Source: an optimization exercise on an open RTL-to-GDS flow (aim: small area). Production flows keep margins and buffers that such runs may drop.

run A:
==> flow/design.v <==
module median_filter_resource_optimized
(
    input                ck100m,
    input                srst_n,
    input                enable,
    input        [15:0]  in,
    output               out_enable,
    output reg   [15:0]  out
);
    localparam int B  = 2;             
    localparam int S  = 16 / B;        
    localparam int NT = S - 1;         
    localparam int L  = 10 + NT;       
    reg [15:0] win [0:9];
    reg [15:0] tail [0:NT-1];          
    reg [L-1:0] cand;
    reg [2:0] k;                       
    reg [3:0] nval;                    
    reg [3:0] cnt;                     
    wire idle  = (cnt == 4'd0) | (cnt == 4'd13);
    wire start = idle & enable;
    assign out_enable = (cnt == 4'd13);
    always @(posedge ck100m or negedge srst_n) begin
        if (~srst_n) begin
            cnt  <= 4'd0;
            nval <= 4'd0;
        end else begin
            cnt <= start ? 4'd1 : (idle ? 4'd0 : cnt + 4'd1);
            if (enable && nval != 4'd10) nval <= nval + 4'd1;
        end
    end
    always @(posedge ck100m) begin
        if (enable) begin
            win[0] <= in;
            for (int i = 1; i < 10; i++) win[i] <= win[i-1];
            for (int t = 0; t < NT; t++) begin
                for (int b = 0; b < 16 - B*(t+1); b++)
                    tail[t][b] <= (t == 0) ? win[9][b] : tail[t-1][b];
            end
        end
    end
    logic [B-1:0] lane [0:L-1];
    always_comb begin
        for (int q = 0; q < L; q++) begin
            lane[q] = '0;
            if (start) begin
                if (q == 0)       lane[q] = in[15 -: B];
                else if (q <= 10) lane[q] = win[q-1][15 -: B];
            end else begin
                for (int j = 1; j < S; j++)
                    if (cnt == j) begin
                        if (q < 10)            lane[q] = win[q][15-B*j -: B];
                        else if (j >= q - 9)   lane[q] = tail[q-10][15-B*j -: B];
                    end
            end
        end
    end
    function automatic [4:0] popcnt17(input [16:0] x);
        logic t1, t2, t3, t4, t5, t6, t7, t8, t9, t10, t11, t12, t13, t14, t15, t16, t17, t18, t19, t20, t21, t22, t23, t24, t25, t26, t27, t28, t29, t30, t31, t32;
        t1 = x[0] ^ x[1] ^ x[2]; t2 = (x[0] & x[1]) | (x[0] & x[2]) | (x[1] & x[2]);
        t3 = x[3] ^ x[4] ^ x[5]; t4 = (x[3] & x[4]) | (x[3] & x[5]) | (x[4] & x[5]);
        t5 = x[6] ^ x[7] ^ x[8]; t6 = (x[6] & x[7]) | (x[6] & x[8]) | (x[7] & x[8]);
        t7 = x[9] ^ x[10] ^ x[11]; t8 = (x[9] & x[10]) | (x[9] & x[11]) | (x[10] & x[11]);
        t9 = x[12] ^ x[13] ^ x[14]; t10 = (x[12] & x[13]) | (x[12] & x[14]) | (x[13] & x[14]);
        t11 = x[15] ^ x[16]; t12 = x[15] & x[16];
        t13 = t1 ^ t3 ^ t5; t14 = (t1 & t3) | (t1 & t5) | (t3 & t5);
        t15 = t7 ^ t9 ^ t11; t16 = (t7 & t9) | (t7 & t11) | (t9 & t11);
        t17 = t2 ^ t4 ^ t6; t18 = (t2 & t4) | (t2 & t6) | (t4 & t6);
        t19 = t8 ^ t10 ^ t12; t20 = (t8 & t10) | (t8 & t12) | (t10 & t12);
        t21 = t13 ^ t15; t22 = t13 & t15;
        t23 = t14 ^ t16 ^ t17; t24 = (t14 & t16) | (t14 & t17) | (t16 & t17);
        t25 = t22 ^ t23 ^ t19; t26 = (t22 & t23) | (t22 & t19) | (t23 & t19);
        t27 = t24 ^ t18 ^ t20; t28 = (t24 & t18) | (t24 & t20) | (t18 & t20);
        t29 = t26 ^ t27; t30 = t26 & t27;
        t31 = t30 ^ t28; t32 = t30 & t28;
        popcnt17 = {t32, t31, t29, t25, t21};
    endfunction
    logic [L-1:0] c_cur, c_zero;
    logic [2:0] k_cur;
    logic [4:0] pc;
    logic [B-1:0] dbits;
    always_comb begin
        if (start) begin
            for (int q = 0; q < L; q++) c_cur[q] = (q == 0) || (q <= 10 && q <= nval);
            k_cur = (nval < 4'd5) ? 3'd7 : 3'(nval - 4'd5);
        end else begin
            c_cur = cand;
            k_cur = k;
        end
        for (int i = B - 1; i >= 0; i--) begin
            for (int q = 0; q < L; q++) c_zero[q] = c_cur[q] & ~lane[q][i];
            pc = popcnt17(c_zero);
            dbits[i] = (k_cur != 3'd7) && (pc <= {2'd0, k_cur});
            if (dbits[i]) begin
                k_cur = k_cur - pc[2:0];
                for (int q = 0; q < L; q++) c_cur[q] = c_cur[q] & lane[q][i];
            end else begin
                c_cur = c_zero;
            end
        end
    end
    always @(posedge ck100m) begin
        k <= k_cur;
        for (int q = 0; q < L; q++)
            cand[q] <= (enable && !start) ? ((q == 0) ? 1'b0 : c_cur[q-1]) : c_cur[q];
        if (start) out[15 -: B] <= dbits;
        for (int j = 1; j < S; j++)
            if (cnt == j) out[15-B*j -: B] <= dbits;
    end
endmodule
clock: 5.0 ns
lec_check: 0
cap_margin: 20
core_margin: 2
core_utilization: 40
slew_margin: 20
run.sh (not shown) runs the stock make flow with config.mk's settings and CLKGATE_MAP_FILE= SYNTH_SCRIPT=/design/flow/synth_recipe.tcl, a recipe that flattens the netlist after the stock synthesis.
From the logs: run A reached the end of the flow and failed the layout checks with negative setup slack.
Modified inputs, run Y compared to run A
--- a/flow/design.v
+++ b/flow/design.v
@@ -7,7 +7,7 @@
     output               out_enable,
     output reg   [15:0]  out
 );
-    localparam int B  = 2;             
+    localparam int B  = 4;             
     localparam int S  = 16 / B;        
     localparam int NT = S - 1;         
     localparam int L  = 10 + NT;       
@@ -55,26 +55,6 @@
             end
         end
     end
-    function automatic [4:0] popcnt17(input [16:0] x);
-        logic t1, t2, t3, t4, t5, t6, t7, t8, t9, t10, t11, t12, t13, t14, t15, t16, t17, t18, t19, t20, t21, t22, t23, t24, t25, t26, t27, t28, t29, t30, t31, t32;
-        t1 = x[0] ^ x[1] ^ x[2]; t2 = (x[0] & x[1]) | (x[0] & x[2]) | (x[1] & x[2]);
-        t3 = x[3] ^ x[4] ^ x[5]; t4 = (x[3] & x[4]) | (x[3] & x[5]) | (x[4] & x[5]);
-        t5 = x[6] ^ x[7] ^ x[8]; t6 = (x[6] & x[7]) | (x[6] & x[8]) | (x[7] & x[8]);
-        t7 = x[9] ^ x[10] ^ x[11]; t8 = (x[9] & x[10]) | (x[9] & x[11]) | (x[10] & x[11]);
-        t9 = x[12] ^ x[13] ^ x[14]; t10 = (x[12] & x[13]) | (x[12] & x[14]) | (x[13] & x[14]);
-        t11 = x[15] ^ x[16]; t12 = x[15] & x[16];
-        t13 = t1 ^ t3 ^ t5; t14 = (t1 & t3) | (t1 & t5) | (t3 & t5);
-        t15 = t7 ^ t9 ^ t11; t16 = (t7 & t9) | (t7 & t11) | (t9 & t11);
-        t17 = t2 ^ t4 ^ t6; t18 = (t2 & t4) | (t2 & t6) | (t4 & t6);
-        t19 = t8 ^ t10 ^ t12; t20 = (t8 & t10) | (t8 & t12) | (t10 & t12);
-        t21 = t13 ^ t15; t22 = t13 & t15;
-        t23 = t14 ^ t16 ^ t17; t24 = (t14 & t16) | (t14 & t17) | (t16 & t17);
-        t25 = t22 ^ t23 ^ t19; t26 = (t22 & t23) | (t22 & t19) | (t23 & t19);
-        t27 = t24 ^ t18 ^ t20; t28 = (t24 & t18) | (t24 & t20) | (t18 & t20);
-        t29 = t26 ^ t27; t30 = t26 & t27;
-        t31 = t30 ^ t28; t32 = t30 & t28;
-        popcnt17 = {t32, t31, t29, t25, t21};
-    endfunction
     logic [L-1:0] c_cur, c_zero;
     logic [2:0] k_cur;
     logic [4:0] pc;
@@ -89,7 +69,8 @@
         end
         for (int i = B - 1; i >= 0; i--) begin
             for (int q = 0; q < L; q++) c_zero[q] = c_cur[q] & ~lane[q][i];
-            pc = popcnt17(c_zero);
+            pc = '0;
+            for (int q = 0; q < L; q++) pc = pc + {4'd0, c_zero[q]};
             dbits[i] = (k_cur != 3'd7) && (pc <= {2'd0, k_cur});
             if (dbits[i]) begin
                 k_cur = k_cur - pc[2:0];
[summary]
Final checks on run Y, whose flow otherwise completed, came back failing, citing negative setup slack. Any difference in post-route worst hold slack between run A and run Y is small enough to ignore. Number of standard-cell rows in the floorplan delta for run Y relative to run A: 2 lower. Of run Y and run A, the run reporting the lower fraction of standard cell area in multi-input logic was run A. Cmp run Y vs run A: met3 wire length higher in run Y. Against run A as the reference, run Y delivers a higher portion of the layout cell area used by non-clock buffers.
No run of this note included a check of the RTL's function; only the layout flow was run.

-- afterwards: timing with drivers on the ports --
In the flow no input, the clock included, has a driving cell. The finished layouts below were timed again as built, in two steps.
Step 1, drivers: a clkbuf_16 drives ck100m and a buf_2 each remaining input, both assumed.
Step 2 times the ports against the registers' clock, not the clock port: input delays grow and output delays shrink by t, the midpoint of the rising clock arrivals with the driver on.
Slacks: ideal ports / drivers / drivers and shift; pairs: ideal ports / drivers.
run | t (ns) | setup slack, ns | worst setup path at the end | slew at the worst register clock pin (ns)
run A | 0.580 | -4.229 / -4.229 / -4.396 | input to register | 0.07 / 0.07
run Y | 0.572 | -15.868 / -15.868 / -16.005 | input to register | 0.06 / 0.06
For run A, which loses most, drivers alone change the setup slack by 0.000 ns; drivers and shift together by -0.167 ns.
